This is an optimization exercise on Yosys and OpenROAD, whose aim is small area and a short achievable clock period, not a production implementation.
Only simulation tests tie the RTL to the original design; equivalence was not proved.

==> design/flow/design.v <==
module DOUBLY_PIPELINE(clk,xi,yi,r,ang,xf,yf);
input signed [15:0] xi,yi;
input clk;
output signed [15:0] r,ang;
output signed [15:0] xf,yf;
reg signed [15:6] xr, yr;   
reg signed [15:0] a2,a3,a4,a5,a6,a7,a8;
reg signed [15:0] b2,b3,b4,b5,b6,b7;
reg        t2;
reg [1:0]  t3;
reg [2:0]  t4;
reg [3:0]  t5;
reg [4:0]  t6;
reg [5:0]  t7;
reg [5:0]  t8;
reg signed [15:0] x2,x3,x4,x5,x6,x7,x8;
reg signed [15:0] y2,y3,y4,y5,y6,y7,y8;
reg signed [15:0] r_q, xf_q, yf_q;
reg [13:0] ang_q;
reg svn2, svn3, svn4, svn5, svn6;         
reg dxn1, dxn2, dxn3, dxn4, dxn5, dxn6;   
wire [15:0] sc_r, sc_x, sc_y;
scale16 u_sr(.v(a8), .q(sc_r));
scale16 u_sx(.v(x8), .q(sc_x));
scale16 u_sy(.v(y8), .q(sc_y));
wire signed [15:0] a1, b1;
wire c_a1, c_b1;
wire [5:0] a1lo_n, b1lo_n; wire ca_n, cb_n;
add6_skl u_a1lo(.a(xi[5:0]), .b(yi[5:0]), .cin(1'b0), .s(a1lo_n), .cout(ca_n));
add6_skl u_b1lo(.a(yi[5:0]), .b(~xi[5:0]), .cin(1'b1), .s(b1lo_n), .cout(cb_n));
reg [5:0] a1lo, b1lo; reg ca, cb;
wire [9:0] a1hi, b1hi;
add10_skl u_a1hi(.a(xr[15:6]), .b(yr[15:6]), .cin(ca), .s(a1hi), .cout(c_a1));
add10_skl u_b1hi(.a(yr[15:6]), .b(~xr[15:6]), .cin(cb), .s(b1hi), .cout(c_b1));
assign a1 = {a1hi, a1lo};
assign b1 = {b1hi, b1lo};
wire signed [15:0] sh_a2 = b1 >>> 1;
wire [15:0] n_a2; wire co_a2;
add_skl16 u_a2(.a(a1), .b(sh_a2 ^ {16{b1[15]}}), .cin(b1[15]), .s(n_a2), .cout(co_a2));
wire signed [15:0] sh_b2 = a1 >>> 1;
wire [15:0] n_b2; wire co_b2;
add_skl16 u_b2(.a(b1), .b(sh_b2 ^ {16{~b1[15]}}), .cin(~b1[15]), .s(n_b2), .cout(co_b2));
wire signed [15:0] sh_x2 = b1 >>> 1;
wire [15:0] n_x2; wire co_x2;
add_skl12 u_x2(.a(a1), .b(sh_x2 ^ {16{t3[0]}}), .cin(t3[0]), .s(n_x2), .cout(co_x2));
wire signed [15:0] sh_y2 = a1 >>> 1;
wire [15:0] n_y2; wire co_y2;
add_skl12 u_y2(.a(b1), .b(sh_y2 ^ {16{~t3[0]}}), .cin(~t3[0]), .s(n_y2), .cout(co_y2));
wire signed [15:0] sh_a3 = b2 >>> 2;
wire [15:0] n_a3; wire co_a3;
add_skl10 u_a3(.a(a2), .b(sh_a3 ^ {16{b2[15]}}), .cin(b2[15]), .s(n_a3), .cout(co_a3));
wire signed [15:0] sh_b3 = a2 >>> 2;
wire [15:0] n_b3; wire co_b3;
add_skl10 u_b3(.a(b2), .b(sh_b3 ^ {16{~b2[15]}}), .cin(~b2[15]), .s(n_b3), .cout(co_b3));
wire signed [15:0] sh_a4 = b3 >>> 3;
wire [15:0] n_a4; wire co_a4;
add_skl8 u_a4(.a(a3), .b(sh_a4 ^ {16{b3[15]}}), .cin(b3[15]), .s(n_a4), .cout(co_a4));
wire signed [15:0] sh_b4 = a3 >>> 3;
wire [15:0] n_b4; wire co_b4;
add_skl10 u_b4(.a(b3), .b(sh_b4 ^ {16{~b3[15]}}), .cin(~b3[15]), .s(n_b4), .cout(co_b4));
wire signed [15:0] sh_a5 = b4 >>> 4;
wire [15:0] n_a5; wire co_a5;
add_skl8 u_a5(.a(a4), .b(sh_a5 ^ {16{b4[15]}}), .cin(b4[15]), .s(n_a5), .cout(co_a5));
wire signed [15:0] sh_b5 = a4 >>> 4;
wire [15:0] n_b5; wire co_b5;
add_skl10 u_b5(.a(b4), .b(sh_b5 ^ {16{~b4[15]}}), .cin(~b4[15]), .s(n_b5), .cout(co_b5));
wire signed [15:0] sh_a6 = b5 >>> 5;
wire [15:0] n_a6; wire co_a6;
add_skl8 u_a6(.a(a5), .b(sh_a6 ^ {16{b5[15]}}), .cin(b5[15]), .s(n_a6), .cout(co_a6));
wire signed [15:0] sh_b6 = a5 >>> 5;
wire [15:0] n_b6; wire co_b6;
add_skl10 u_b6(.a(b5), .b(sh_b6 ^ {16{~b5[15]}}), .cin(~b5[15]), .s(n_b6), .cout(co_b6));
wire signed [15:0] sh_a7 = b6 >>> 6;
wire [15:0] n_a7; wire co_a7;
add_skl8 u_a7(.a(a6), .b(sh_a7 ^ {16{b6[15]}}), .cin(b6[15]), .s(n_a7), .cout(co_a7));
wire signed [15:0] sh_b7 = a6 >>> 6;
wire [15:0] n_b7; wire co_b7;
add_skl10 u_b7(.a(b6), .b(sh_b7 ^ {16{~b6[15]}}), .cin(~b6[15]), .s(n_b7), .cout(co_b7));
wire signed [15:0] sh_a8 = b7 >>> 7;
wire [15:0] n_a8; wire co_a8;
add_skl8 u_a8(.a(a7), .b(sh_a8 ^ {16{b7[15]}}), .cin(b7[15]), .s(n_a8), .cout(co_a8));
wire signed [15:0] sh_x3 = y2 >>> 2;
wire [15:0] n_x3; wire co_x3;
add_skl10 u_x3(.a(x2), .b(sh_x3 ^ {16{t4[1]}}), .cin(t4[1]), .s(n_x3), .cout(co_x3));
wire signed [15:0] sh_y3 = x2 >>> 2;
wire [15:0] n_y3; wire co_y3;
add_skl10 u_y3(.a(y2), .b(sh_y3 ^ {16{~t4[1]}}), .cin(~t4[1]), .s(n_y3), .cout(co_y3));
wire signed [15:0] sh_x4 = y3 >>> 3;
wire [15:0] n_x4; wire co_x4;
add_skl10 u_x4(.a(x3), .b(sh_x4 ^ {16{t5[2]}}), .cin(t5[2]), .s(n_x4), .cout(co_x4));
wire signed [15:0] sh_y4 = x3 >>> 3;
wire [15:0] n_y4; wire co_y4;
add_skl10 u_y4(.a(y3), .b(sh_y4 ^ {16{~t5[2]}}), .cin(~t5[2]), .s(n_y4), .cout(co_y4));
wire signed [15:0] sh_x5 = y4 >>> 4;
wire [15:0] n_x5; wire co_x5;
add_skl10 u_x5(.a(x4), .b(sh_x5 ^ {16{t6[3]}}), .cin(t6[3]), .s(n_x5), .cout(co_x5));
wire signed [15:0] sh_y5 = x4 >>> 4;
wire [15:0] n_y5; wire co_y5;
add_skl10 u_y5(.a(y4), .b(sh_y5 ^ {16{~t6[3]}}), .cin(~t6[3]), .s(n_y5), .cout(co_y5));
wire signed [15:0] sh_x6 = y5 >>> 5;
wire [15:0] n_x6; wire co_x6;
add_skl10 u_x6(.a(x5), .b(sh_x6 ^ {16{t7[4]}}), .cin(t7[4]), .s(n_x6), .cout(co_x6));
wire signed [15:0] sh_y6 = x5 >>> 5;
wire [15:0] n_y6; wire co_y6;
add_skl10 u_y6(.a(y5), .b(sh_y6 ^ {16{~t7[4]}}), .cin(~t7[4]), .s(n_y6), .cout(co_y6));
wire signed [15:0] sh_x7 = y6 >>> 6;
wire [15:0] n_x7; wire co_x7;
add_skl10 u_x7(.a(x6), .b(sh_x7 ^ {16{t8[5]}}), .cin(t8[5]), .s(n_x7), .cout(co_x7));
wire signed [15:0] sh_y7 = x6 >>> 6;
wire [15:0] n_y7; wire co_y7;
add_skl10 u_y7(.a(y6), .b(sh_y7 ^ {16{~t8[5]}}), .cin(~t8[5]), .s(n_y7), .cout(co_y7));
wire signed [15:0] sh_x8 = y7 >>> 7;
wire [15:0] n_x8; wire co_x8;
add_skl8 u_x8(.a(x7), .b(sh_x8 ^ {16{1'b1}}), .cin(1'b1), .s(n_x8), .cout(co_x8));
wire signed [15:0] sh_y8 = x7 >>> 7;
wire [15:0] n_y8; wire co_y8;
add_skl8 u_y8(.a(y7), .b(sh_y8 ^ {16{1'b0}}), .cin(1'b0), .s(n_y8), .cout(co_y8));
wire [13:0] ang_half = 14'd4928 - (t8[0] ? 14'd2657 : 14'd0) - (t8[1] ? 14'd1404 : 14'd0)
                     - (t8[2] ? 14'd713 : 14'd0) - (t8[3] ? 14'd358 : 14'd0)
                     - (t8[4] ? 14'd179 : 14'd0) - (t8[5] ? 14'd89 : 14'd0);
always @(posedge clk) begin
  xr <= xi[15:6];
  yr <= yi[15:6];
  a1lo <= a1lo_n; b1lo <= b1lo_n; ca <= ca_n; cb <= cb_n;
  a2 <= n_a2; b2 <= n_b2;
  a3 <= n_a3; b3 <= n_b3;
  a4 <= n_a4; b4 <= n_b4;
  a5 <= n_a5; b5 <= n_b5;
  a6 <= n_a6; b6 <= n_b6;
  a7 <= n_a7; b7 <= n_b7;
  a8 <= n_a8;
  t2 <= b1[15];
  t3 <= {b2[15], t2};
  t4 <= {b3[15], t3};
  t5 <= {b4[15], t4};
  t6 <= {b5[15], t5};
  t7 <= {b6[15], t6};
  t8 <= t7;
  x2 <= n_x2; y2 <= n_y2;
  x3 <= n_x3; y3 <= n_y3;
  x4 <= n_x4; y4 <= n_y4;
  x5 <= n_x5; y5 <= n_y5;
  x6 <= n_x6; y6 <= n_y6;
  x7 <= n_x7; y7 <= n_y7;
  x8 <= n_x8; y8 <= n_y8;
  r_q   <= sc_r;
  xf_q  <= sc_x;
  yf_q  <= sc_y;
  ang_q <= ang_half;
end
assign r = r_q;
assign xf = xf_q;
assign yf = yf_q;
assign ang = {ang_q[13], ang_q, 1'b0};
endmodule
module add10_skl(input [9:0] a, b, input cin, output [9:0] s, output cout);
wire [9:0] p = a ^ b; wire [9:0] g = a & b;
wire gg0 = g[0] | (p[0] & cin);
wire gg1 = g[2] | (p[2] & g[1]); wire pp1 = p[2] & p[1];
wire gg2 = g[4] | (p[4] & g[3]); wire pp2 = p[4] & p[3];
wire gg3 = g[6] | (p[6] & g[5]); wire pp3 = p[6] & p[5];
wire gg4 = g[8] | (p[8] & g[7]); wire pp4 = p[8] & p[7];
wire gg5 = g[1] | (p[1] & gg0);
wire gg6 = gg1 | (pp1 & gg0);
wire gg7 = g[5] | (p[5] & gg2); wire pp7 = p[5] & pp2;
wire gg8 = gg3 | (pp3 & gg2); wire pp8 = pp3 & pp2;
wire gg9 = g[9] | (p[9] & gg4); wire pp9 = p[9] & pp4;
wire gg10 = g[3] | (p[3] & gg6);
wire gg11 = gg2 | (pp2 & gg6);
wire gg12 = gg7 | (pp7 & gg6);
wire gg13 = gg8 | (pp8 & gg6);
wire gg14 = g[7] | (p[7] & gg13);
wire gg15 = gg4 | (pp4 & gg13);
wire gg16 = gg9 | (pp9 & gg13);
assign s[0] = p[0] ^ cin;
assign s[1] = p[1] ^ gg0;
assign s[2] = p[2] ^ gg5;
assign s[3] = p[3] ^ gg6;
assign s[4] = p[4] ^ gg10;
assign s[5] = p[5] ^ gg11;
assign s[6] = p[6] ^ gg12;
assign s[7] = p[7] ^ gg13;
assign s[8] = p[8] ^ gg14;
assign s[9] = p[9] ^ gg15;
assign cout = gg16;
endmodule
module add6_skl(input [5:0] a, b, input cin, output [5:0] s, output cout);
wire [5:0] p = a ^ b; wire [5:0] g = a & b;
wire gg0 = g[0] | (p[0] & cin);
wire gg1 = g[2] | (p[2] & g[1]); wire pp1 = p[2] & p[1];
wire gg2 = g[4] | (p[4] & g[3]); wire pp2 = p[4] & p[3];
wire gg3 = g[1] | (p[1] & gg0);
wire gg4 = gg1 | (pp1 & gg0);
wire gg5 = g[5] | (p[5] & gg2); wire pp5 = p[5] & pp2;
wire gg6 = g[3] | (p[3] & gg4);
wire gg7 = gg2 | (pp2 & gg4);
wire gg8 = gg5 | (pp5 & gg4);
assign s[0] = p[0] ^ cin;
assign s[1] = p[1] ^ gg0;
assign s[2] = p[2] ^ gg3;
assign s[3] = p[3] ^ gg4;
assign s[4] = p[4] ^ gg6;
assign s[5] = p[5] ^ gg7;
assign cout = gg8;
endmodule
module add_skl10(input [15:0] a, b, input cin, output [15:0] s, output cout);
wire [15:0] p = a ^ b; wire [15:0] g = a & b;
wire gg0 = g[0] | (p[0] & cin);
wire gg1 = g[2] | (p[2] & g[1]); wire pp1 = p[2] & p[1];
wire gg2 = g[4] | (p[4] & g[3]); wire pp2 = p[4] & p[3];
wire gg3 = g[6] | (p[6] & g[5]); wire pp3 = p[6] & p[5];
wire gg4 = g[8] | (p[8] & g[7]); wire pp4 = p[8] & p[7];
wire gg5 = g[1] | (p[1] & gg0);
wire gg6 = gg1 | (pp1 & gg0);
wire gg7 = g[5] | (p[5] & gg2); wire pp7 = p[5] & pp2;
wire gg8 = gg3 | (pp3 & gg2); wire pp8 = pp3 & pp2;
wire gg9 = g[9] | (p[9] & gg4); wire pp9 = p[9] & pp4;
wire gg10 = g[3] | (p[3] & gg6);
wire gg11 = gg2 | (pp2 & gg6);
wire gg12 = gg7 | (pp7 & gg6);
wire gg13 = gg8 | (pp8 & gg6);
wire gg14 = g[7] | (p[7] & gg13);
wire gg15 = gg4 | (pp4 & gg13);
wire gg16 = gg9 | (pp9 & gg13);
assign s[0] = p[0] ^ cin;
assign s[1] = p[1] ^ gg0;
assign s[2] = p[2] ^ gg5;
assign s[3] = p[3] ^ gg6;
assign s[4] = p[4] ^ gg10;
assign s[5] = p[5] ^ gg11;
assign s[6] = p[6] ^ gg12;
assign s[7] = p[7] ^ gg13;
assign s[8] = p[8] ^ gg14;
assign s[9] = p[9] ^ gg15;
wire [16:10] c; assign c[10] = gg16;
assign s[10] = a[10]^b[10]^c[10]; assign c[11] = (a[10]&b[10]) | (c[10]&(a[10]^b[10]));
assign s[11] = a[11]^b[11]^c[11]; assign c[12] = (a[11]&b[11]) | (c[11]&(a[11]^b[11]));
assign s[12] = a[12]^b[12]^c[12]; assign c[13] = (a[12]&b[12]) | (c[12]&(a[12]^b[12]));
assign s[13] = a[13]^b[13]^c[13]; assign c[14] = (a[13]&b[13]) | (c[13]&(a[13]^b[13]));
assign s[14] = a[14]^b[14]^c[14]; assign c[15] = (a[14]&b[14]) | (c[14]&(a[14]^b[14]));
assign s[15] = a[15]^b[15]^c[15]; assign c[16] = (a[15]&b[15]) | (c[15]&(a[15]^b[15]));
assign cout = c[16];
endmodule
module add_skl12(input [15:0] a, b, input cin, output [15:0] s, output cout);
wire [15:0] p = a ^ b; wire [15:0] g = a & b;
wire gg0 = g[0] | (p[0] & cin);
wire gg1 = g[2] | (p[2] & g[1]); wire pp1 = p[2] & p[1];
wire gg2 = g[4] | (p[4] & g[3]); wire pp2 = p[4] & p[3];
wire gg3 = g[6] | (p[6] & g[5]); wire pp3 = p[6] & p[5];
wire gg4 = g[8] | (p[8] & g[7]); wire pp4 = p[8] & p[7];
wire gg5 = g[10] | (p[10] & g[9]); wire pp5 = p[10] & p[9];
wire gg6 = g[1] | (p[1] & gg0);
wire gg7 = gg1 | (pp1 & gg0);
wire gg8 = g[5] | (p[5] & gg2); wire pp8 = p[5] & pp2;
wire gg9 = gg3 | (pp3 & gg2); wire pp9 = pp3 & pp2;
wire gg10 = g[9] | (p[9] & gg4); wire pp10 = p[9] & pp4;
wire gg11 = gg5 | (pp5 & gg4); wire pp11 = pp5 & pp4;
wire gg12 = g[3] | (p[3] & gg7);
wire gg13 = gg2 | (pp2 & gg7);
wire gg14 = gg8 | (pp8 & gg7);
wire gg15 = gg9 | (pp9 & gg7);
wire gg16 = g[11] | (p[11] & gg11); wire pp16 = p[11] & pp11;
wire gg17 = g[7] | (p[7] & gg15);
wire gg18 = gg4 | (pp4 & gg15);
wire gg19 = gg10 | (pp10 & gg15);
wire gg20 = gg11 | (pp11 & gg15);
wire gg21 = gg16 | (pp16 & gg15);
assign s[0] = p[0] ^ cin;
assign s[1] = p[1] ^ gg0;
assign s[2] = p[2] ^ gg6;
assign s[3] = p[3] ^ gg7;
assign s[4] = p[4] ^ gg12;
assign s[5] = p[5] ^ gg13;
assign s[6] = p[6] ^ gg14;
assign s[7] = p[7] ^ gg15;
assign s[8] = p[8] ^ gg17;
assign s[9] = p[9] ^ gg18;
assign s[10] = p[10] ^ gg19;
assign s[11] = p[11] ^ gg20;
wire [16:12] c; assign c[12] = gg21;
assign s[12] = a[12]^b[12]^c[12]; assign c[13] = (a[12]&b[12]) | (c[12]&(a[12]^b[12]));
assign s[13] = a[13]^b[13]^c[13]; assign c[14] = (a[13]&b[13]) | (c[13]&(a[13]^b[13]));
assign s[14] = a[14]^b[14]^c[14]; assign c[15] = (a[14]&b[14]) | (c[14]&(a[14]^b[14]));
assign s[15] = a[15]^b[15]^c[15]; assign c[16] = (a[15]&b[15]) | (c[15]&(a[15]^b[15]));
assign cout = c[16];
endmodule
module add_skl16(input [15:0] a, b, input cin, output [15:0] s, output cout);
wire [15:0] p = a ^ b; wire [15:0] g = a & b;
wire gg0 = g[0] | (p[0] & cin);
wire gg1 = g[2] | (p[2] & g[1]); wire pp1 = p[2] & p[1];
wire gg2 = g[4] | (p[4] & g[3]); wire pp2 = p[4] & p[3];
wire gg3 = g[6] | (p[6] & g[5]); wire pp3 = p[6] & p[5];
wire gg4 = g[8] | (p[8] & g[7]); wire pp4 = p[8] & p[7];
wire gg5 = g[10] | (p[10] & g[9]); wire pp5 = p[10] & p[9];
wire gg6 = g[12] | (p[12] & g[11]); wire pp6 = p[12] & p[11];
wire gg7 = g[14] | (p[14] & g[13]); wire pp7 = p[14] & p[13];
wire gg8 = g[1] | (p[1] & gg0);
wire gg9 = gg1 | (pp1 & gg0);
wire gg10 = g[5] | (p[5] & gg2); wire pp10 = p[5] & pp2;
wire gg11 = gg3 | (pp3 & gg2); wire pp11 = pp3 & pp2;
wire gg12 = g[9] | (p[9] & gg4); wire pp12 = p[9] & pp4;
wire gg13 = gg5 | (pp5 & gg4); wire pp13 = pp5 & pp4;
wire gg14 = g[13] | (p[13] & gg6); wire pp14 = p[13] & pp6;
wire gg15 = gg7 | (pp7 & gg6); wire pp15 = pp7 & pp6;
wire gg16 = g[3] | (p[3] & gg9);
wire gg17 = gg2 | (pp2 & gg9);
wire gg18 = gg10 | (pp10 & gg9);
wire gg19 = gg11 | (pp11 & gg9);
wire gg20 = g[11] | (p[11] & gg13); wire pp20 = p[11] & pp13;
wire gg21 = gg6 | (pp6 & gg13); wire pp21 = pp6 & pp13;
wire gg22 = gg14 | (pp14 & gg13); wire pp22 = pp14 & pp13;
wire gg23 = gg15 | (pp15 & gg13); wire pp23 = pp15 & pp13;
wire gg24 = g[7] | (p[7] & gg19);
wire gg25 = gg4 | (pp4 & gg19);
wire gg26 = gg12 | (pp12 & gg19);
wire gg27 = gg13 | (pp13 & gg19);
wire gg28 = gg20 | (pp20 & gg19);
wire gg29 = gg21 | (pp21 & gg19);
wire gg30 = gg22 | (pp22 & gg19);
wire gg31 = gg23 | (pp23 & gg19);
wire gg32 = g[15] | (p[15] & gg31);
assign s[0] = p[0] ^ cin;
assign s[1] = p[1] ^ gg0;
assign s[2] = p[2] ^ gg8;
assign s[3] = p[3] ^ gg9;
assign s[4] = p[4] ^ gg16;
assign s[5] = p[5] ^ gg17;
assign s[6] = p[6] ^ gg18;
assign s[7] = p[7] ^ gg19;
assign s[8] = p[8] ^ gg24;
assign s[9] = p[9] ^ gg25;
assign s[10] = p[10] ^ gg26;
assign s[11] = p[11] ^ gg27;
assign s[12] = p[12] ^ gg28;
assign s[13] = p[13] ^ gg29;
assign s[14] = p[14] ^ gg30;
assign s[15] = p[15] ^ gg31;
assign cout = gg32;
endmodule
module add_skl8(input [15:0] a, b, input cin, output [15:0] s, output cout);
wire [15:0] p = a ^ b; wire [15:0] g = a & b;
wire gg0 = g[0] | (p[0] & cin);
wire gg1 = g[2] | (p[2] & g[1]); wire pp1 = p[2] & p[1];
wire gg2 = g[4] | (p[4] & g[3]); wire pp2 = p[4] & p[3];
wire gg3 = g[6] | (p[6] & g[5]); wire pp3 = p[6] & p[5];
wire gg4 = g[1] | (p[1] & gg0);
wire gg5 = gg1 | (pp1 & gg0);
wire gg6 = g[5] | (p[5] & gg2); wire pp6 = p[5] & pp2;
wire gg7 = gg3 | (pp3 & gg2); wire pp7 = pp3 & pp2;
wire gg8 = g[3] | (p[3] & gg5);
wire gg9 = gg2 | (pp2 & gg5);
wire gg10 = gg6 | (pp6 & gg5);
wire gg11 = gg7 | (pp7 & gg5);
wire gg12 = g[7] | (p[7] & gg11);
assign s[0] = p[0] ^ cin;
assign s[1] = p[1] ^ gg0;
assign s[2] = p[2] ^ gg4;
assign s[3] = p[3] ^ gg5;
assign s[4] = p[4] ^ gg8;
assign s[5] = p[5] ^ gg9;
assign s[6] = p[6] ^ gg10;
assign s[7] = p[7] ^ gg11;
wire [16:8] c; assign c[8] = gg12;
assign s[8] = a[8]^b[8]^c[8]; assign c[9] = (a[8]&b[8]) | (c[8]&(a[8]^b[8]));
assign s[9] = a[9]^b[9]^c[9]; assign c[10] = (a[9]&b[9]) | (c[9]&(a[9]^b[9]));
assign s[10] = a[10]^b[10]^c[10]; assign c[11] = (a[10]&b[10]) | (c[10]&(a[10]^b[10]));
assign s[11] = a[11]^b[11]^c[11]; assign c[12] = (a[11]&b[11]) | (c[11]&(a[11]^b[11]));
assign s[12] = a[12]^b[12]^c[12]; assign c[13] = (a[12]&b[12]) | (c[12]&(a[12]^b[12]));
assign s[13] = a[13]^b[13]^c[13]; assign c[14] = (a[13]&b[13]) | (c[13]&(a[13]^b[13]));
assign s[14] = a[14]^b[14]^c[14]; assign c[15] = (a[14]&b[14]) | (c[14]&(a[14]^b[14]));
assign s[15] = a[15]^b[15]^c[15]; assign c[16] = (a[15]&b[15]) | (c[15]&(a[15]^b[15]));
assign cout = c[16];
endmodule
module scale16(input [15:0] v, output [15:0] q);
wire [15:0] nv = ~v;
wire fs0 = v[13] ^ v[7]; wire fc0 = v[13] & v[7];
wire fs1 = v[14] ^ v[8] ^ v[5]; wire fc1 = (v[14] & v[8]) | (v[14] & v[5]) | (v[8] & v[5]);
wire fs2 = nv[12] ^ nv[10]; wire fc2 = nv[12] & nv[10];
wire fs3 = v[9] ^ v[6] ^ nv[15]; wire fc3 = (v[9] & v[6]) | (v[9] & nv[15]) | (v[6] & nv[15]);
wire fs4 = v[13] ^ v[11] ^ v[3]; wire fc4 = (v[13] & v[11]) | (v[13] & v[3]) | (v[11] & v[3]);
wire fs5 = v[10] ^ v[7] ^ nv[14]; wire fc5 = (v[10] & v[7]) | (v[10] & nv[14]) | (v[7] & nv[14]);
wire fs6 = nv[12] ^ nv[4]; wire fc6 = nv[12] & nv[4];
wire fs7 = v[15] ^ v[11] ^ v[8]; wire fc7 = (v[15] & v[11]) | (v[15] & v[8]) | (v[11] & v[8]);
wire fs8 = v[13] ^ v[5] ^ v[3]; wire fc8 = (v[13] & v[5]) | (v[13] & v[3]) | (v[5] & v[3]);
wire fs9 = v[12] ^ v[9] ^ nv[14]; wire fc9 = (v[12] & v[9]) | (v[12] & nv[14]) | (v[9] & nv[14]);
wire fs10 = nv[6] ^ nv[4]; wire fc10 = nv[6] & nv[4];
wire fs11 = v[15] ^ v[13] ^ v[10]; wire fc11 = (v[15] & v[13]) | (v[15] & v[10]) | (v[13] & v[10]);
wire fs12 = v[14] ^ v[11] ^ v[0]; wire fc12 = (v[14] & v[11]) | (v[14] & v[0]) | (v[11] & v[0]);
wire fs13 = v[12] ^ v[1]; wire fc13 = v[12] & v[1];
wire fs14 = v[13] ^ v[2] ^ v[0]; wire fc14 = (v[13] & v[2]) | (v[13] & v[0]) | (v[2] & v[0]);
wire fs15 = v[14] ^ v[3] ^ v[1]; wire fc15 = (v[14] & v[3]) | (v[14] & v[1]) | (v[3] & v[1]);
wire fs16 = v[15] ^ nv[11]; wire fc16 = v[15] & nv[11];
wire fs17 = v[4] ^ v[2] ^ nv[15]; wire fc17 = (v[4] & v[2]) | (v[4] & nv[15]) | (v[2] & nv[15]);
wire fs18 = v[5] ^ v[3]; wire fc18 = v[5] & v[3];
wire fs19 = v[6] ^ v[4]; wire fc19 = v[6] & v[4];
wire fs20 = v[11] ^ v[5] ^ v[2]; wire fc20 = (v[11] & v[5]) | (v[11] & v[2]) | (v[5] & v[2]);
wire fs21 = v[12] ^ v[6] ^ v[3]; wire fc21 = (v[12] & v[6]) | (v[12] & v[3]) | (v[6] & v[3]);
wire fs22 = nv[10] ^ nv[8]; wire fc22 = nv[10] & nv[8];
wire fs23 = fs0 ^ v[4] ^ nv[11]; wire fc23 = (fs0 & v[4]) | (fs0 & nv[11]) | (v[4] & nv[11]);
wire fs24 = v[9] ^ v[1] ^ v[15]; wire fc24 = (v[9] & v[1]) | (v[9] & v[15]) | (v[1] & v[15]);
wire fs25 = fc0 ^ fs1 ^ fs2; wire fc25 = (fc0 & fs1) | (fc0 & fs2) | (fs1 & fs2);
wire fs26 = v[2] ^ v[0] ^ ~1'b1; wire fc26 = (v[2] & v[0]) | (v[2] & ~1'b1) | (v[0] & ~1'b1);
wire fs27 = fc1 ^ fc2 ^ fs3; wire fc27 = (fc1 & fc2) | (fc1 & fs3) | (fc2 & fs3);
wire fs28 = fs4 ^ v[1] ^ ~1'b1; wire fc28 = (fs4 & v[1]) | (fs4 & ~1'b1) | (v[1] & ~1'b1);
wire fs29 = fc3 ^ fs5 ^ fs6; wire fc29 = (fc3 & fs5) | (fc3 & fs6) | (fs5 & fs6);
wire fs30 = fc4 ^ v[2] ^ ~1'b1; wire fc30 = (fc4 & v[2]) | (fc4 & ~1'b1) | (v[2] & ~1'b1);
wire fs31 = fc5 ^ fc6 ^ fs7; wire fc31 = (fc5 & fc6) | (fc5 & fs7) | (fc6 & fs7);
wire fs32 = fs8 ^ v[0] ^ ~1'b1; wire fc32 = (fs8 & v[0]) | (fs8 & ~1'b1) | (v[0] & ~1'b1);
wire fs33 = fc7 ^ fs9 ^ fs10; wire fc33 = (fc7 & fs9) | (fc7 & fs10) | (fs9 & fs10);
wire fs34 = fc8 ^ v[1] ^ ~1'b1; wire fc34 = (fc8 & v[1]) | (fc8 & ~1'b1) | (v[1] & ~1'b1);
wire fs35 = fc9 ^ fc10 ^ fs11; wire fc35 = (fc9 & fc10) | (fc9 & fs11) | (fc10 & fs11);
wire fs36 = v[7] ^ v[5] ^ v[2]; wire fc36 = (v[7] & v[5]) | (v[7] & v[2]) | (v[5] & v[2]);
wire fs37 = fc11 ^ fs12 ^ nv[8]; wire fc37 = (fc11 & fs12) | (fc11 & nv[8]) | (fs12 & nv[8]);
wire fs38 = v[6] ^ v[3] ^ ~1'b1; wire fc38 = (v[6] & v[3]) | (v[6] & ~1'b1) | (v[3] & ~1'b1);
wire fs39 = fc12 ^ fs13 ^ nv[15]; wire fc39 = (fc12 & fs13) | (fc12 & nv[15]) | (fs13 & nv[15]);
wire fs40 = v[9] ^ v[7] ^ v[4]; wire fc40 = (v[9] & v[7]) | (v[9] & v[4]) | (v[7] & v[4]);
wire fs41 = fc13 ^ fs14 ^ nv[10]; wire fc41 = (fc13 & fs14) | (fc13 & nv[10]) | (fs14 & nv[10]);
wire fs42 = v[8] ^ v[5] ^ ~1'b1; wire fc42 = (v[8] & v[5]) | (v[8] & ~1'b1) | (v[5] & ~1'b1);
wire fs43 = fc14 ^ fs15 ^ fs16; wire fc43 = (fc14 & fs15) | (fc14 & fs16) | (fs15 & fs16);
wire fs44 = v[9] ^ v[6] ^ ~1'b1; wire fc44 = (v[9] & v[6]) | (v[9] & ~1'b1) | (v[6] & ~1'b1);
wire fs45 = fc15 ^ fc16 ^ fs17; wire fc45 = (fc15 & fc16) | (fc15 & fs17) | (fc16 & fs17);
wire fs46 = v[12] ^ v[10] ^ v[7]; wire fc46 = (v[12] & v[10]) | (v[12] & v[7]) | (v[10] & v[7]);
wire fs47 = fc17 ^ fs18 ^ nv[13]; wire fc47 = (fc17 & fs18) | (fc17 & nv[13]) | (fs18 & nv[13]);
wire fs48 = v[11] ^ v[8] ^ ~1'b1; wire fc48 = (v[11] & v[8]) | (v[11] & ~1'b1) | (v[8] & ~1'b1);
wire fs49 = fc18 ^ fs19 ^ nv[14]; wire fc49 = (fc18 & fs19) | (fc18 & nv[14]) | (fs19 & nv[14]);
wire fs50 = v[12] ^ v[9] ^ ~1'b1; wire fc50 = (v[12] & v[9]) | (v[12] & ~1'b1) | (v[9] & ~1'b1);
wire fs51 = fc19 ^ v[15] ^ v[7]; wire fc51 = (fc19 & v[15]) | (fc19 & v[7]) | (v[15] & v[7]);
wire fs52 = nv[5] ^ v[13] ^ v[10]; wire fc52 = (nv[5] & v[13]) | (nv[5] & v[10]) | (v[13] & v[10]);
wire fs53 = v[8] ^ v[6] ^ nv[14]; wire fc53 = (v[8] & v[6]) | (v[8] & nv[14]) | (v[6] & nv[14]);
wire fs54 = nv[11] ^ 1'b1; wire fc54 = nv[11] & 1'b1;
wire fs55 = v[15] ^ v[9] ^ v[7]; wire fc55 = (v[15] & v[9]) | (v[15] & v[7]) | (v[9] & v[7]);
wire fs56 = v[10] ^ v[8]; wire fc56 = v[10] & v[8];
wire fs57 = v[11] ^ v[9]; wire fc57 = v[11] & v[9];
wire fs58 = fs20 ^ nv[9]; wire fc58 = fs20 & nv[9];
wire fs59 = fc20 ^ fs21 ^ fs22; wire fc59 = (fc20 & fs21) | (fc20 & fs22) | (fs21 & fs22);
wire fs60 = fc21 ^ fc22 ^ fs23; wire fc60 = (fc21 & fc22) | (fc21 & fs23) | (fc22 & fs23);
wire fs61 = fc23 ^ fs25 ^ ~fc24; wire fc61 = (fc23 & fs25) | (fc23 & ~fc24) | (fs25 & ~fc24);
wire fs62 = fc25 ^ fs27 ^ ~fc26; wire fc62 = (fc25 & fs27) | (fc25 & ~fc26) | (fs27 & ~fc26);
wire fs63 = fc27 ^ fs29 ^ ~fc28; wire fc63 = (fc27 & fs29) | (fc27 & ~fc28) | (fs29 & ~fc28);
wire fs64 = fc29 ^ fs31 ^ ~fc30; wire fc64 = (fc29 & fs31) | (fc29 & ~fc30) | (fs31 & ~fc30);
wire fs65 = fc31 ^ fs33 ^ ~fc32; wire fc65 = (fc31 & fs33) | (fc31 & ~fc32) | (fs33 & ~fc32);
wire fs66 = fc33 ^ fs35 ^ ~fc34; wire fc66 = (fc33 & fs35) | (fc33 & ~fc34) | (fs35 & ~fc34);
wire fs67 = fc35 ^ fs37 ^ ~fc36; wire fc67 = (fc35 & fs37) | (fc35 & ~fc36) | (fs37 & ~fc36);
wire fs68 = fc37 ^ fs39 ^ ~fc38; wire fc68 = (fc37 & fs39) | (fc37 & ~fc38) | (fs39 & ~fc38);
wire fs69 = fc39 ^ fs41 ^ ~fc40; wire fc69 = (fc39 & fs41) | (fc39 & ~fc40) | (fs41 & ~fc40);
wire fs70 = fc41 ^ fs43 ^ ~fc42; wire fc70 = (fc41 & fs43) | (fc41 & ~fc42) | (fs43 & ~fc42);
wire fs71 = fc43 ^ fs45 ^ ~fc44; wire fc71 = (fc43 & fs45) | (fc43 & ~fc44) | (fs45 & ~fc44);
wire fs72 = fc45 ^ fs47 ^ ~fc46; wire fc72 = (fc45 & fs47) | (fc45 & ~fc46) | (fs47 & ~fc46);
wire fs73 = fc47 ^ fs49 ^ ~fc48; wire fc73 = (fc47 & fs49) | (fc47 & ~fc48) | (fs49 & ~fc48);
wire fs74 = fc49 ^ fs51 ^ ~fc50; wire fc74 = (fc49 & fs51) | (fc49 & ~fc50) | (fs51 & ~fc50);
wire fs75 = fc51 ^ fs53 ^ fs54; wire fc75 = (fc51 & fs53) | (fc51 & fs54) | (fs53 & fs54);
wire fs76 = fc53 ^ fc54 ^ fs55; wire fc76 = (fc53 & fc54) | (fc53 & fs55) | (fc54 & fs55);
wire fs77 = fc55 ^ fs56 ^ nv[13]; wire fc77 = (fc55 & fs56) | (fc55 & nv[13]) | (fs56 & nv[13]);
wire fs78 = fc56 ^ fs57 ^ nv[14]; wire fc78 = (fc56 & fs57) | (fc56 & nv[14]) | (fs57 & nv[14]);
wire fs79 = fc57 ^ v[15] ^ v[12]; wire fc79 = (fc57 & v[15]) | (fc57 & v[12]) | (v[15] & v[12]);
wire fs80 = v[13] ^ v[11]; wire fc80 = v[13] & v[11];
wire fs81 = v[14] ^ v[12]; wire fc81 = v[14] & v[12];
wire fs82 = fs58 ^ nv[7]; wire fc82 = fs58 & nv[7];
wire fs83 = fc58 ^ fs59 ^ nv[0]; wire fc83 = (fc58 & fs59) | (fc58 & nv[0]) | (fs59 & nv[0]);
wire fs84 = fc59 ^ fs60 ^ ~fs24; wire fc84 = (fc59 & fs60) | (fc59 & ~fs24) | (fs60 & ~fs24);
wire fs85 = fc60 ^ fs61 ^ ~fs26; wire fc85 = (fc60 & fs61) | (fc60 & ~fs26) | (fs61 & ~fs26);
wire fs86 = fc61 ^ fs62 ^ ~fs28; wire fc86 = (fc61 & fs62) | (fc61 & ~fs28) | (fs62 & ~fs28);
wire fs87 = fc62 ^ fs63 ^ ~fs30; wire fc87 = (fc62 & fs63) | (fc62 & ~fs30) | (fs63 & ~fs30);
wire fs88 = fc63 ^ fs64 ^ ~fs32; wire fc88 = (fc63 & fs64) | (fc63 & ~fs32) | (fs64 & ~fs32);
wire fs89 = fc64 ^ fs65 ^ ~fs34; wire fc89 = (fc64 & fs65) | (fc64 & ~fs34) | (fs65 & ~fs34);
wire fs90 = fc65 ^ fs66 ^ ~fs36; wire fc90 = (fc65 & fs66) | (fc65 & ~fs36) | (fs66 & ~fs36);
wire fs91 = fc66 ^ fs67 ^ ~fs38; wire fc91 = (fc66 & fs67) | (fc66 & ~fs38) | (fs67 & ~fs38);
wire fs92 = fc67 ^ fs68 ^ ~fs40; wire fc92 = (fc67 & fs68) | (fc67 & ~fs40) | (fs68 & ~fs40);
wire fs93 = fc68 ^ fs69 ^ ~fs42; wire fc93 = (fc68 & fs69) | (fc68 & ~fs42) | (fs69 & ~fs42);
wire fs94 = fc69 ^ fs70 ^ ~fs44; wire fc94 = (fc69 & fs70) | (fc69 & ~fs44) | (fs70 & ~fs44);
wire fs95 = fc70 ^ fs71 ^ ~fs46; wire fc95 = (fc70 & fs71) | (fc70 & ~fs46) | (fs71 & ~fs46);
wire fs96 = fc71 ^ fs72 ^ ~fs48; wire fc96 = (fc71 & fs72) | (fc71 & ~fs48) | (fs72 & ~fs48);
wire fs97 = fc72 ^ fs73 ^ ~fs50; wire fc97 = (fc72 & fs73) | (fc72 & ~fs50) | (fs73 & ~fs50);
wire fs98 = fc73 ^ fs74 ^ ~fs52; wire fc98 = (fc73 & fs74) | (fc73 & ~fs52) | (fs74 & ~fs52);
wire fs99 = fc74 ^ fs75 ^ ~fc52; wire fc99 = (fc74 & fs75) | (fc74 & ~fc52) | (fs75 & ~fc52);
wire fs100 = fc75 ^ fs76 ^ nv[12]; wire fc100 = (fc75 & fs76) | (fc75 & nv[12]) | (fs76 & nv[12]);
wire fs101 = fc76 ^ fs77 ^ 1'b1; wire fc101 = (fc76 & fs77) | (fc76 & 1'b1) | (fs77 & 1'b1);
wire fs102 = fc77 ^ fs78 ^ 1'b1; wire fc102 = (fc77 & fs78) | (fc77 & 1'b1) | (fs78 & 1'b1);
wire fs103 = fc78 ^ fs79 ^ v[10]; wire fc103 = (fc78 & fs79) | (fc78 & v[10]) | (fs79 & v[10]);
wire fs104 = fc79 ^ fs80 ^ 1'b1; wire fc104 = (fc79 & fs80) | (fc79 & 1'b1) | (fs80 & 1'b1);
wire fs105 = fc80 ^ fs81 ^ 1'b1; wire fc105 = (fc80 & fs81) | (fc80 & 1'b1) | (fs81 & 1'b1);
wire fs106 = fc81 ^ v[13] ^ nv[15]; wire fc106 = (fc81 & v[13]) | (fc81 & nv[15]) | (v[13] & nv[15]);
wire fs107 = v[14] ^ 1'b1; wire fc107 = v[14] & 1'b1;
wire [27:0] ra = {1'b1, fc107, fc106, fc105, fc104, fc103, fc102, fc101, fc100, fc99, fc98, fc97, fc96, fc95, fc94, fc93, fc92, fc91, fc90, fc89, fc88, fc87, fc86, fc85, fc84, fc83, fc82, fs82};
wire [27:0] rb = {1'b0, nv[15], fs107, fs106, fs105, fs104, fs103, fs102, fs101, fs100, fs99, fs98, fs97, fs96, fs95, fs94, fs93, fs92, fs91, fs90, fs89, fs88, fs87, fs86, fs85, fs84, fs83, 1'b1};
wire [27:0] rs; wire rco;
scale16_fin u_fin(.a(ra), .b(rb), .cin(1'b0), .s(rs), .cout(rco));
assign q = rs[27:12];
endmodule
module scale16_fin(input [27:0] a, b, input cin, output [27:0] s, output cout);
wire [27:0] p = a ^ b; wire [27:0] g = a & b;
wire gg0 = g[0] | (p[0] & cin);
wire gg1 = g[2] | (p[2] & g[1]); wire pp1 = p[2] & p[1];
wire gg2 = g[4] | (p[4] & g[3]); wire pp2 = p[4] & p[3];
wire gg3 = g[6] | (p[6] & g[5]); wire pp3 = p[6] & p[5];
wire gg4 = g[8] | (p[8] & g[7]); wire pp4 = p[8] & p[7];
wire gg5 = g[10] | (p[10] & g[9]); wire pp5 = p[10] & p[9];
wire gg6 = g[12] | (p[12] & g[11]); wire pp6 = p[12] & p[11];
wire gg7 = g[14] | (p[14] & g[13]); wire pp7 = p[14] & p[13];
wire gg8 = g[16] | (p[16] & g[15]); wire pp8 = p[16] & p[15];
wire gg9 = g[18] | (p[18] & g[17]); wire pp9 = p[18] & p[17];
wire gg10 = g[20] | (p[20] & g[19]); wire pp10 = p[20] & p[19];
wire gg11 = g[22] | (p[22] & g[21]); wire pp11 = p[22] & p[21];
wire gg12 = g[24] | (p[24] & g[23]); wire pp12 = p[24] & p[23];
wire gg13 = g[26] | (p[26] & g[25]); wire pp13 = p[26] & p[25];
wire gg14 = g[1] | (p[1] & gg0);
wire gg15 = gg1 | (pp1 & gg0);
wire gg16 = g[5] | (p[5] & gg2); wire pp16 = p[5] & pp2;
wire gg17 = gg3 | (pp3 & gg2); wire pp17 = pp3 & pp2;
wire gg18 = g[9] | (p[9] & gg4); wire pp18 = p[9] & pp4;
wire gg19 = gg5 | (pp5 & gg4); wire pp19 = pp5 & pp4;
wire gg20 = g[13] | (p[13] & gg6); wire pp20 = p[13] & pp6;
wire gg21 = gg7 | (pp7 & gg6); wire pp21 = pp7 & pp6;
wire gg22 = g[17] | (p[17] & gg8); wire pp22 = p[17] & pp8;
wire gg23 = gg9 | (pp9 & gg8); wire pp23 = pp9 & pp8;
wire gg24 = g[21] | (p[21] & gg10); wire pp24 = p[21] & pp10;
wire gg25 = gg11 | (pp11 & gg10); wire pp25 = pp11 & pp10;
wire gg26 = g[25] | (p[25] & gg12); wire pp26 = p[25] & pp12;
wire gg27 = gg13 | (pp13 & gg12); wire pp27 = pp13 & pp12;
wire gg28 = g[3] | (p[3] & gg15);
wire gg29 = gg2 | (pp2 & gg15);
wire gg30 = gg16 | (pp16 & gg15);
wire gg31 = gg17 | (pp17 & gg15);
wire gg32 = g[11] | (p[11] & gg19); wire pp32 = p[11] & pp19;
wire gg33 = gg6 | (pp6 & gg19); wire pp33 = pp6 & pp19;
wire gg34 = gg20 | (pp20 & gg19); wire pp34 = pp20 & pp19;
wire gg35 = gg21 | (pp21 & gg19); wire pp35 = pp21 & pp19;
wire gg36 = g[19] | (p[19] & gg23); wire pp36 = p[19] & pp23;
wire gg37 = gg10 | (pp10 & gg23); wire pp37 = pp10 & pp23;
wire gg38 = gg24 | (pp24 & gg23); wire pp38 = pp24 & pp23;
wire gg39 = gg25 | (pp25 & gg23); wire pp39 = pp25 & pp23;
wire gg40 = g[27] | (p[27] & gg27); wire pp40 = p[27] & pp27;
wire gg41 = g[7] | (p[7] & gg31);
wire gg42 = gg4 | (pp4 & gg31);
wire gg43 = gg18 | (pp18 & gg31);
wire gg44 = gg19 | (pp19 & gg31);
wire gg45 = gg32 | (pp32 & gg31);
wire gg46 = gg33 | (pp33 & gg31);
wire gg47 = gg34 | (pp34 & gg31);
wire gg48 = gg35 | (pp35 & gg31);
wire gg49 = g[23] | (p[23] & gg39); wire pp49 = p[23] & pp39;
wire gg50 = gg12 | (pp12 & gg39); wire pp50 = pp12 & pp39;
wire gg51 = gg26 | (pp26 & gg39); wire pp51 = pp26 & pp39;
wire gg52 = gg27 | (pp27 & gg39); wire pp52 = pp27 & pp39;
wire gg53 = gg40 | (pp40 & gg39); wire pp53 = pp40 & pp39;
wire gg54 = g[15] | (p[15] & gg48);
wire gg55 = gg8 | (pp8 & gg48);
wire gg56 = gg22 | (pp22 & gg48);
wire gg57 = gg23 | (pp23 & gg48);
wire gg58 = gg36 | (pp36 & gg48);
wire gg59 = gg37 | (pp37 & gg48);
wire gg60 = gg38 | (pp38 & gg48);
wire gg61 = gg39 | (pp39 & gg48);
wire gg62 = gg49 | (pp49 & gg48);
wire gg63 = gg50 | (pp50 & gg48);
wire gg64 = gg51 | (pp51 & gg48);
wire gg65 = gg52 | (pp52 & gg48);
wire gg66 = gg53 | (pp53 & gg48);
assign s[0] = p[0] ^ cin;
assign s[1] = p[1] ^ gg0;
assign s[2] = p[2] ^ gg14;
assign s[3] = p[3] ^ gg15;
assign s[4] = p[4] ^ gg28;
assign s[5] = p[5] ^ gg29;
assign s[6] = p[6] ^ gg30;
assign s[7] = p[7] ^ gg31;
assign s[8] = p[8] ^ gg41;
assign s[9] = p[9] ^ gg42;
assign s[10] = p[10] ^ gg43;
assign s[11] = p[11] ^ gg44;
assign s[12] = p[12] ^ gg45;
assign s[13] = p[13] ^ gg46;
assign s[14] = p[14] ^ gg47;
assign s[15] = p[15] ^ gg48;
assign s[16] = p[16] ^ gg54;
assign s[17] = p[17] ^ gg55;
assign s[18] = p[18] ^ gg56;
assign s[19] = p[19] ^ gg57;
assign s[20] = p[20] ^ gg58;
assign s[21] = p[21] ^ gg59;
assign s[22] = p[22] ^ gg60;
assign s[23] = p[23] ^ gg61;
assign s[24] = p[24] ^ gg62;
assign s[25] = p[25] ^ gg63;
assign s[26] = p[26] ^ gg64;
assign s[27] = p[27] ^ gg65;
assign cout = gg66;
endmodule
==> design/flow/flow/run.sh <==
#!/bin/bash
set -euo pipefail
export BUFFER_PORTS_ARGS="-buffer_cell sky130_fd_sc_hd__buf_2"
export SETUP_SLACK_MARGIN=16.5
bash standard.sh > standard_flow.log 2>&1
==> design/flow/standard.sh <==
#!/bin/bash
# synth_recipe.tcl (not shown) runs the flow's synth.tcl, then flattens the netlist and writes it again
# the make line also repeats each setting of config.mk as NAME=value (left out here)
make -C /OpenROAD-flow-scripts/flow DESIGN_CONFIG=/design/flow/config.mk WORK_HOME=/design/flow/orfs CLKGATE_MAP_FILE= SYNTH_SCRIPT=/design/flow/synth_recipe.tcl "${@:-finish}"
==> design/flow/config.mk <==
export PLATFORM = sky130hd
export DESIGN_NAME = DOUBLY_PIPELINE
export DESIGN_NICKNAME = DOUBLY_PIPELINE
export VERILOG_FILES = /design/flow/design.v
export SDC_FILE = /design/flow/constraint.sdc
export NUM_CORES = 4
export LEC_CHECK = 0
export CAP_MARGIN = 20
export CORE_MARGIN = 2
export CORE_UTILIZATION = 40
export CTS_CLUSTER_DIAMETER = 200
export CTS_CLUSTER_SIZE = 25
export PLACE_DENSITY = 0.7
export SLEW_MARGIN = 20
==> design/flow/constraint.sdc <==
create_clock -name core_clock -period 22.0 [get_ports {clk}]
set_input_delay 4.4000 -clock core_clock [delete_from_list [all_inputs] [get_ports {clk}]]
set_output_delay 4.4000 -clock core_clock [all_outputs]
set_load 0.01 [all_outputs]
==> reports/qor.txt, run 1 <==
status: finished clean
Post-Syn Nets: 4402
Initial DRC Count: 694
synth cell count leaders: inv_1, dfxtp_1, ha_1, fa_1, xnor2_1
largest net degree at the start of global routing: 30
CTS tree: built
RSZ-0062 raised after global routing: true
Slew headroom: 29.89%
fmax: 183.9 MHz
Initial Utilization: 40.28%
CP peak stage delay: 0.34 ns
top-count cell post-synth: inv_1
post-route minimum period: 5.438 ns
Critical path buffers and inverters: 1
Yosys cell types: 59
synth top area cells: dfxtp_1, fa_1, ha_1
Gate Count Post-Synth: 3427
Setup WS pre-CTS: 16.06 ns
CTS max path bufs: 3
Synth-to-Final Area Change: 7.649%
sequential fraction of the synthesis area: 29.06%
top cell type's share of synthesized area: 29.06%
Register-to-Register Path Depth: 18
vias per cell: 4.431
Worst Hold Launch: t6[1]$_DFF_P_
total number of vias: 21.18k
HP Class: reg -> reg
fin crit share: 24.72%
CP max FO: 1
Crit Reg-Reg Endpoint: x8[14]$_DFF_P_
CP Capture Type: output port
prevailing post-synth register cell: dfxtp_1
WP data required: 17.60 ns
PortBufs: 95
fraction of layout cells with a size suffix above 1: 6.752%
first-pass GRT wire length: 109.6 mm
Critical Path AT: 1.04 ns
Ports: 97
clock sinks: 545
Least-Margin Pin Slew: 1.044 ns
r2r setup slk: 16.78 ns
grt total ovfl: 0
worst hold path depth: 0
Core Util, Final: 43.36%
Antenna diodes: 0
CTS Buf Count: 25
Synth area leader: dfxtp_1
vias in the first global route: 22.70k
routability cong.: 0.8893
drt total wl: 63.90 mm
DRC: 0
antenna-violating nets left: 0
Worst-Skew Late Latency: 0.59 ns
number of max-cap violations: 0
DPL Wire Length: 54.07 mm
GRT Overall Usage: 13.86%
Synth Register Bits: 545
hold path endpoint: t7[1]$_DFF_P_
Crit path max-delay family: flip-flops
Clock transition at path regs: 0.10 ns
H-tree Lvls: 1
Layout fillers: 8784
mean area per synthesized cell: 10.95 um2
Crit-path slowest cell: dfxtp_2
clk_skew: 0.02100 ns
die extent in x: 310.3 um
Slew Viols, Final: 0
worst reg2reg startpoint: y7[8]$_DFF_P_
fin worst setup slack: 16.56 ns
WP depth: 1
total iterations of the first detailed-routing run: 6
Post-synth EDFFs: 0
Crit Path Class: reg -> out
startpoint types: flop
Routed WL per cell: 13.37 um
Final setup viols: 0
asr flop ratio synth: 0%
critical-path cell list: buf_6
Syn. warnings: 1
area of the mapped netlist: 0.03754 mm2
row count: 112
Final #Nets: 4500
Final Hold Violating Endpoints: 0
Core Box Area: 0.09319 mm2
initial antenna violation count: 0
setup TNS: 0 ns
Die Area: 0.09631 mm2
CTS root buffer: clkbuf_16
Die Y: 310.3 um
-- stage by stage --
stage / instances / hold slack (ns) / instance area, um2
after floorplan: 3427 / 0.3096 / 37580
after global placement: 4750 / 0.3109 / 39550
after detailed placement: 4750 / 0.3121 / 39550
after CTS: 4777 / 0.3341 / 40250
after global routing: 4779 / 0.3364 / 40410
final: 4779 / 0.3297 / 40410
-- kinds of logic (layout without fill, tap and decap cells) --
family	count (synthesis)	after routing	share of synthesized area [%]
AOI/OAI and AO/OA	371	371	6.646
xor gates and xnor gates	541	541	12.70
adders and majority gates	942	942	40.24
buffers and inverters	793	891	7.989
DFF	545	545	29.06
muxes	13	13	0.3833
other	1	1	0.009990
and+or+nand+nor	221	221	2.970
-- cell usage in the layout (no fill, tap or decap), drive strengths merged, types with 3 or more instances in the layout --
master / n
nor3: 19
and3: 3
a21boi: 4
buf: 109
nand4: 6
a211oi: 6
o22ai: 3
xnor2: 280
o2111ai: 4
nor2b: 20
o21ai: 35
o21a: 11
nand2: 29
a31o: 20
nor2: 66
ha: 500
a21oi: 116
dfxtp: 545
nand3: 15
o21ba: 12
mux2: 11
a21o: 113
or3: 4
fa: 442
a31oi: 3
o21bai: 28
nand2b: 38
and2: 12
xor2: 259
clkbuf: 25
inv: 755
or2: 5
-- worst register-to-register path: cells and delay by family (launching register included) --
family	cells	cell delay (ns)
compound gates	5	0.62
fa+ha+maj	9	3.63
buf+inv	2	0.18
flops	1	0.42
simple gates	2	0.28
-- cell type report --
cell class	instances	area (um2)	area share, %
repair buffers	109	699.4	1.731
well taps	1254	1569	3.883
clock buffers	25	625.6	1.548
inverters	755	2850	7.053
multi-input cells	2089	23680	58.61
flip-flops and latches	545	10970	27.14
clock inverters	2	16.27	0.04025
-- worst max path at each step --
stage	from	end	slack [ns]
after floorplan	xi[1]	a1lo[4]$_DFF_P_	16.48
after global placement	x8[14]$_DFF_P_	xf_q[14]$_DFF_P_	16.14
after detailed placement	x8[14]$_DFF_P_	xf_q[14]$_DFF_P_	16.06
after CTS	xf_q[14]$_DFF_P_	xf[14]	16.49
after global routing	yf_q[14]$_DFF_P_	yf[14]	16.48
final	yf_q[6]$_DFF_P_	yf[6]	16.56
-- per-layer routing --
metal	wire, um	global-route usage (%)
met3	1725	1.376
met1	29020	17.79
met4	1542	3.281
met2	31610	25.02
met5	0	0
-- timing repair --
item	CTS	global route
resized for setup	19	50
pin swaps	0	1
hold buffers	0	0
endpoints found under the setup margin	15	43
setup buffers	0	2
==> inputs of run 2 (changes only) <==
==> design/flow/flow/run.sh (replaced) <==
#!/bin/bash
set -euo pipefail
export BUFFER_PORTS_ARGS="-buffer_cell sky130_fd_sc_hd__buf_2"
bash standard.sh > standard_flow.log 2>&1
--- a/design/flow/config.mk
+++ b/design/flow/config.mk
@@ -10,5 +10,4 @@
 export CORE_UTILIZATION = 40
 export CTS_CLUSTER_DIAMETER = 200
 export CTS_CLUSTER_SIZE = 25
-export PLACE_DENSITY = 0.7
 export SLEW_MARGIN = 20
==> reports/qor.txt, run 2 <==
CTS root buffer: clkbuf_16
synth top area cells: dfxtp_1, fa_1, ha_1
setup TNS: 0 ns
Register-to-Register Path Depth: 19
synth cell count leaders: inv_1, dfxtp_1, ha_1, fa_1, xnor2_1
RSZ-0062 raised after global routing: false
prevailing post-synth register cell: dfxtp_1
DPL Wire Length: 54.30 mm
antenna-violating nets left: 0
Final Hold Violating Endpoints: 0
first-pass GRT wire length: 110.3 mm
number of max-cap violations: 0
row count: 112
status: finished clean
Core Box Area: 0.09319 mm2
die extent in x: 310.3 um
postcts setup bufs: 0
Synth area leader: dfxtp_1
Least-Margin Pin Slew: 0.9301 ns
Final setup viols: 0
most frequent cells in the layout: inv_1, dfxtp_1, ha_1
routability cong.: 0.8839
post-route minimum period: 6.017 ns
vias per cell: 4.338
vias in the first global route: 22.44k
DRC: 0
Crit path max-delay family: adder cells
Worst Hold Launch: t4[2]$_DFF_P_
CP Capture Type: flop
Crit Path Class: reg -> reg
Slew Viols, Final: 0
Clock transition at path regs: 0.12 ns
CTS Buf Count: 25
initial antenna violation count: 0
clock sinks: 545
Initial DRC Count: 593
HP Class: reg -> reg
Slew headroom: 37.55%
commonest non-fill, non-tap cell in the layout: inv_1
total number of vias: 20.73k
Routed WL per cell: 13.29 um
r2r setup slk: 15.98 ns
Gate Count Post-Synth: 3427
GRT Overall Usage: 14.00%
H-tree Lvls: 1
Initial Utilization: 40.28%
Crit-path slowest cell: a2111oi_0
worst reg2reg startpoint: x8[14]$_DFF_P_
Final #Nets: 4500
drt total wl: 63.52 mm
Post-Syn Nets: 4402
CTS max path bufs: 3
PortBufs: 95
Ports: 97
top cell type's share of synthesized area: 29.06%
hold_buf cts: 0
Post-synth EDFFs: 0
Syn. warnings: 1
Critical Path AT: 6.51 ns
mean area per synthesized cell: 10.95 um2
Worst-Skew Late Latency: 0.61 ns
total iterations of the first detailed-routing run: 5
sequential fraction of the synthesis area: 29.06%
top-count cell post-synth: inv_1
fin crit share: 27.35%
CTS tree: built
Antenna diodes: 0
Critical path buffers and inverters: 4
largest net degree at the start of global routing: 30
Crit Reg-Reg Endpoint: xf_q[14]$_DFF_P_
Die Y: 310.3 um
fmax: 166.2 MHz
area of the mapped netlist: 0.03754 mm2
critical-path cell list: inv_1 > fa_1 > inv_1 > fa_1 > inv_1 > fa_1 > fa_1 > inv_1 > ha_1 > nand4_1 > a21oi_1 > a2111oi_0 > o31a_1 > o21ai_0 > a41oi_1 > a21oi_1 > a21oi_1 > o21bai_1 > xor2_1
asr flop ratio synth: 0%
startpoint types: flop
fraction of layout cells with a size suffix above 1: 5.362%
worst hold path depth: 0
Synth-to-Final Area Change: 7.026%
Yosys cell types: 59
grt total ovfl: 0
Synth Register Bits: 545
Die Area: 0.09631 mm2
CP peak stage delay: 0.72 ns
CP max FO: 7
clk_skew: 0.02490 ns
WP data required: 22.50 ns
hold path endpoint: t5[2]$_DFF_P_
post-CTS sizing: 0
[run 2: cell counts after synthesis]
No cell type changed its count.
[run 2: final cells by class]
cell class | instances | area, um2
inverters | 755 | 2834
flip-flops and latches | 545 | 10910
multi-input cells | 2089 | 23630
repair buffers | 109 | 580.6
well taps | 1254 | 1569
clock buffers | 25 | 625.6
clock inverters | 2 | 27.53
fillers | 8906 | 53010
[run 2: layer usage]
layer	track usage, %	vias to the layer above	share of wire [%]	routed length, um
met5	0	-	0	0
met4	3.898	0	3.1	1973
met3	1.260	72	2.3	1442
met2	24.81	198	48	30540
met1	18.22	9722	47	29560
li1	-	10740	-	-
[run 2: worst max path at each step]
| stage | cells after the start | from | to |
|---|---|---|---|
| finish | 19 | x8[14]$_DFF_P_ | xf_q[14]$_DFF_P_ |
| global route | 19 | x8[14]$_DFF_P_ | xf_q[14]$_DFF_P_ |
| CTS | 19 | x8[14]$_DFF_P_ | xf_q[14]$_DFF_P_ |
| detailed placement | 19 | x8[14]$_DFF_P_ | xf_q[14]$_DFF_P_ |
| global placement | 17 | x8[14]$_DFF_P_ | xf_q[14]$_DFF_P_ |
| floorplan | 9 | xi[1] | cb$_DFF_P_ |
[run 2: per-stage QoR]
stage / setup slack [ns] / hold WS, ns / instance area (um2) / std cells / utilization, %
after floorplan: 16.41 / 0.3096 / 37540 / 3427 / -
after global placement: 16.08 / 0.3119 / 39520 / 4752 / 42.41
after detailed placement: 16.02 / 0.3121 / 39520 / 4752 / 42.41
after CTS: 15.98 / 0.3292 / 40180 / 4779 / 43.11
after global routing: 15.48 / 0.3374 / 40180 / 4779 / 43.11
final: 15.98 / 0.3267 / 40180 / 4779 / 43.11
[run 2: cell families after synthesis]
kind of cell / synth area share, %
adders and majority gates: 40.24
buffers and inverters: 7.989
DFF: 29.06
xor gates and xnor gates: 12.70
AOI/OAI and AO/OA: 6.646
and+or+nand+nor: 2.970
muxes: 0.3833
other: 0.009990
[run 2: worst register-to-register path, cell delays in order, from the launching register on]
cell       delay, ns
dfxtp_1         0.60
inv_1           0.32
fa_1            0.60
inv_1           0.05
fa_1            0.49
inv_1           0.05
fa_1            0.48
fa_1            0.52
inv_1           0.04
ha_1            0.26
nand4_1         0.10
a21oi_1         0.05
a2111oi_0       0.72
o31a_1          0.34
o21ai_0         0.24
a41oi_1         0.39
a21oi_1         0.16
a21oi_1         0.24
o21bai_1        0.12
xor2_1          0.15
==> inputs of run 3 (changes only) <==
==> design/flow/flow/run.sh (replaced) <==
#!/bin/bash
set -euo pipefail
export BUFFER_PORTS_ARGS="-buffer_cell sky130_fd_sc_hd__buf_2"
export SETUP_SLACK_MARGIN=16.65
bash standard.sh > standard_flow.log 2>&1
==> reports/qor.txt, run 3 <==
status: finished clean
CTS max path bufs: 3
die extent in x: 310.3 um
Final Cell Area: 0.04054 mm2
antenna-violating nets left: 0
Die Area: 0.09631 mm2
clk_skew: 0.02752 ns
number of max-cap violations: 0
GRT Overall Usage: 13.90%
total iterations of the first detailed-routing run: 4
largest net degree at the start of global routing: 30
mean area per synthesized cell: 10.95 um2
area of the mapped netlist: 0.03754 mm2
WP depth: 1
WP data required: 17.60 ns
Crit path max-delay family: flip-flops
Slew headroom: 46.83%
drt total wl: 64.19 mm
Cells after DPL: 4753
worst hold path depth: 0
Critical path buffers and inverters: 1
Antenna diodes: 0
Placed Area: 0.03957 mm2
Synth Register Bits: 545
GRT busiest layer: met2
synth top area cells: dfxtp_1, fa_1, ha_1
CTS tree: built
post-route minimum period: 5.453 ns
Critical Path AT: 1.05 ns
Syn. warnings: 1
row count: 112
Worst-Skew Late Latency: 0.61 ns
total number of vias: 20.72k
Synth area leader: dfxtp_1
met3 usage: 1.464%
DRC: 0
Crit Path Class: reg -> out
setup TNS: 0 ns
Synth-to-Final Area Change: 7.993%
Die Y: 310.3 um
Final #Nets: 4505
Core Box Area: 0.09319 mm2
CP max FO: 1
grt total ovfl: 0
final non-filler cell total: 4784
routability cong.: 0.8740
Initial DRC Count: 581
most frequent cells in the layout: inv_1, dfxtp_1, ha_1
CTS Buf Count: 25
Initial Utilization: 40.28%
Clock transition at path regs: 0.10 ns
PortBufs: 95
CP peak stage delay: 0.34 ns
synth cell count leaders: inv_1, dfxtp_1, ha_1, fa_1, xnor2_1
fin crit share: 24.79%
GRT met1 Usage: 17.99%
Setup WS pre-CTS: 15.99 ns
Gate Count Post-Synth: 3427
first-pass GRT wire length: 109.4 mm
Ports: 97
CTS root buffer: clkbuf_16
CP Capture Type: output port
prevailing post-synth register cell: dfxtp_1
Least-Margin Pin Slew: 0.7918 ns
Core Util, Final: 43.50%
critical-path cell list: buf_6
Register-to-Register Path Depth: 17
startpoint types: flop
vias per cell: 4.330
met2 Track Usage GR: 24.78%
Post-synth EDFFs: 0
fmax: 183.4 MHz
clock sinks: 545
vias in the first global route: 22.14k
initial antenna violation count: 0
Crit-path slowest cell: dfxtp_2
worst hold slack: 0.3348 ns
RSZ-0062 raised after global routing: true
Routed WL per cell: 13.42 um
H-tree Lvls: 1
top-count cell post-synth: inv_1
commonest non-fill, non-tap cell in the layout: inv_1
Post-Syn Nets: 4402
asr flop ratio synth: 0%
hold_buf cts: 0
Yosys cell types: 59
DPL Wire Length: 54.26 mm
fraction of layout cells with a size suffix above 1: 7.280%
top cell type's share of synthesized area: 29.06%
Final setup viols: 0
sequential fraction of the synthesis area: 29.06%
fin worst setup slack: 16.55 ns
Final Hold Violating Endpoints: 0
Slew Viols, Final: 0
HP Class: reg -> reg
-- run 3: cell types whose count changed in the layout (fill, tap and decap cells not counted), moves of 3 or more --
cell     change
dfxtp_1     -43
a21oi_2      +3
dfxtp_2     +39
o21ai_0      -3
buf_6       +23
inv_1        -4
buf_2       -23
a21oi_1      -3
buf_4        +5
dfxtp_4      +4
-- run 3: worst reg2reg max path, stage by stage, from the launching register on --
cell	delay, ns
dfxtp_1	0.33
ha_1	0.29
a21o_1	0.17
a21oi_2	0.18
o21bai_1	0.08
a21oi_1	0.23
nor2b_1	0.12
o21ai_0	0.17
nand2b_1	0.09
fa_1	0.40
fa_1	0.40
fa_1	0.40
fa_1	0.42
fa_1	0.39
fa_1	0.39
fa_1	0.39
fa_1	0.39
xnor2_1	0.14
-- run 3: repair_timing --
action,4_1_cts,5_1_grt
gates cloned,0,0
buffers inserted,2,2
gates resized for setup,28,63
setup endpoints to repair,77,95
pin swaps,1,0
-- run 3: kinds of logic after synthesis --
kind of cell | share of synthesized area (%)
adder cells (fa/ha/maj) | 40.24
multiplexers | 0.3833
XOR/XNOR | 12.70
flip-flops | 29.06
AND/OR/NAND/NOR | 2.970
AO/OA/AOI/OAI | 6.646
buffers and inverters | 7.989
other | 0.009990
-- run 3: area by class of cell --
cell class | instances | area [um2]
Clock buffer | 25 | 625.6
Clock inverter | 2 | 16.27
Fill cell | 8833 | 52650
Inverter | 755 | 2856
Multi-Input combinational cell | 2089 | 23740
Sequential cell | 545 | 10970
Tap cell | 1254 | 1569
Timing Repair Buffer | 114 | 762.0
-- run 3: final timing paths --
path	slack [ns]	startpoint	endpoint
max	16.55	yf_q[6]$_DFF_P_	yf[6]
min	0.33	t6[1]$_DFF_P_	t7[1]$_DFF_P_
max reg2reg	16.91	x7[8]$_DFF_P_	y8[15]$_DFF_P_
min reg2reg	0.33	t6[1]$_DFF_P_	t7[1]$_DFF_P_
-- run 3: per-layer routing --
layer	wire (um)	part of all wire (%)	up-vias
met4	1648	2.6	0
met2	31170	49	181
li1	-	-	10730
met5	0	0	-
met1	29980	47	9742
met3	1392	2.2	63

==> separate check: timing with driven ports <==
No port has a modelled driver above. Below, the same layouts with a new extraction and two added sets of constraints.
Step 1: set_driving_cell puts a clkbuf_16 on clk and a buf_2 on each other input, an assumption about the parent block.
Step 2 moves the port delays by t, midway between the first and last clock arrival at a register: inputs arrive t later, outputs are due t later. That takes back most of the time a late clock gives input paths.
Slacks: no drivers / after step 1 / after step 2; pairs: no drivers / after step 1.
run	t (ns)	setup WS [ns]	worst slew at a driven data input, ns	pins driven straight from the clock port
run 1	0.645	16.562 / 16.499 / 16.174	0.03	1
run 2	0.657	15.983 / 15.983 / 15.983	0.03	1
run 3	0.657	16.547 / 16.484 / 16.182	0.03	1
After both steps every run listed still meets setup and hold. For run 1, which loses most, drivers alone change the setup slack by -0.063 ns; drivers and shift together by -0.388 ns.
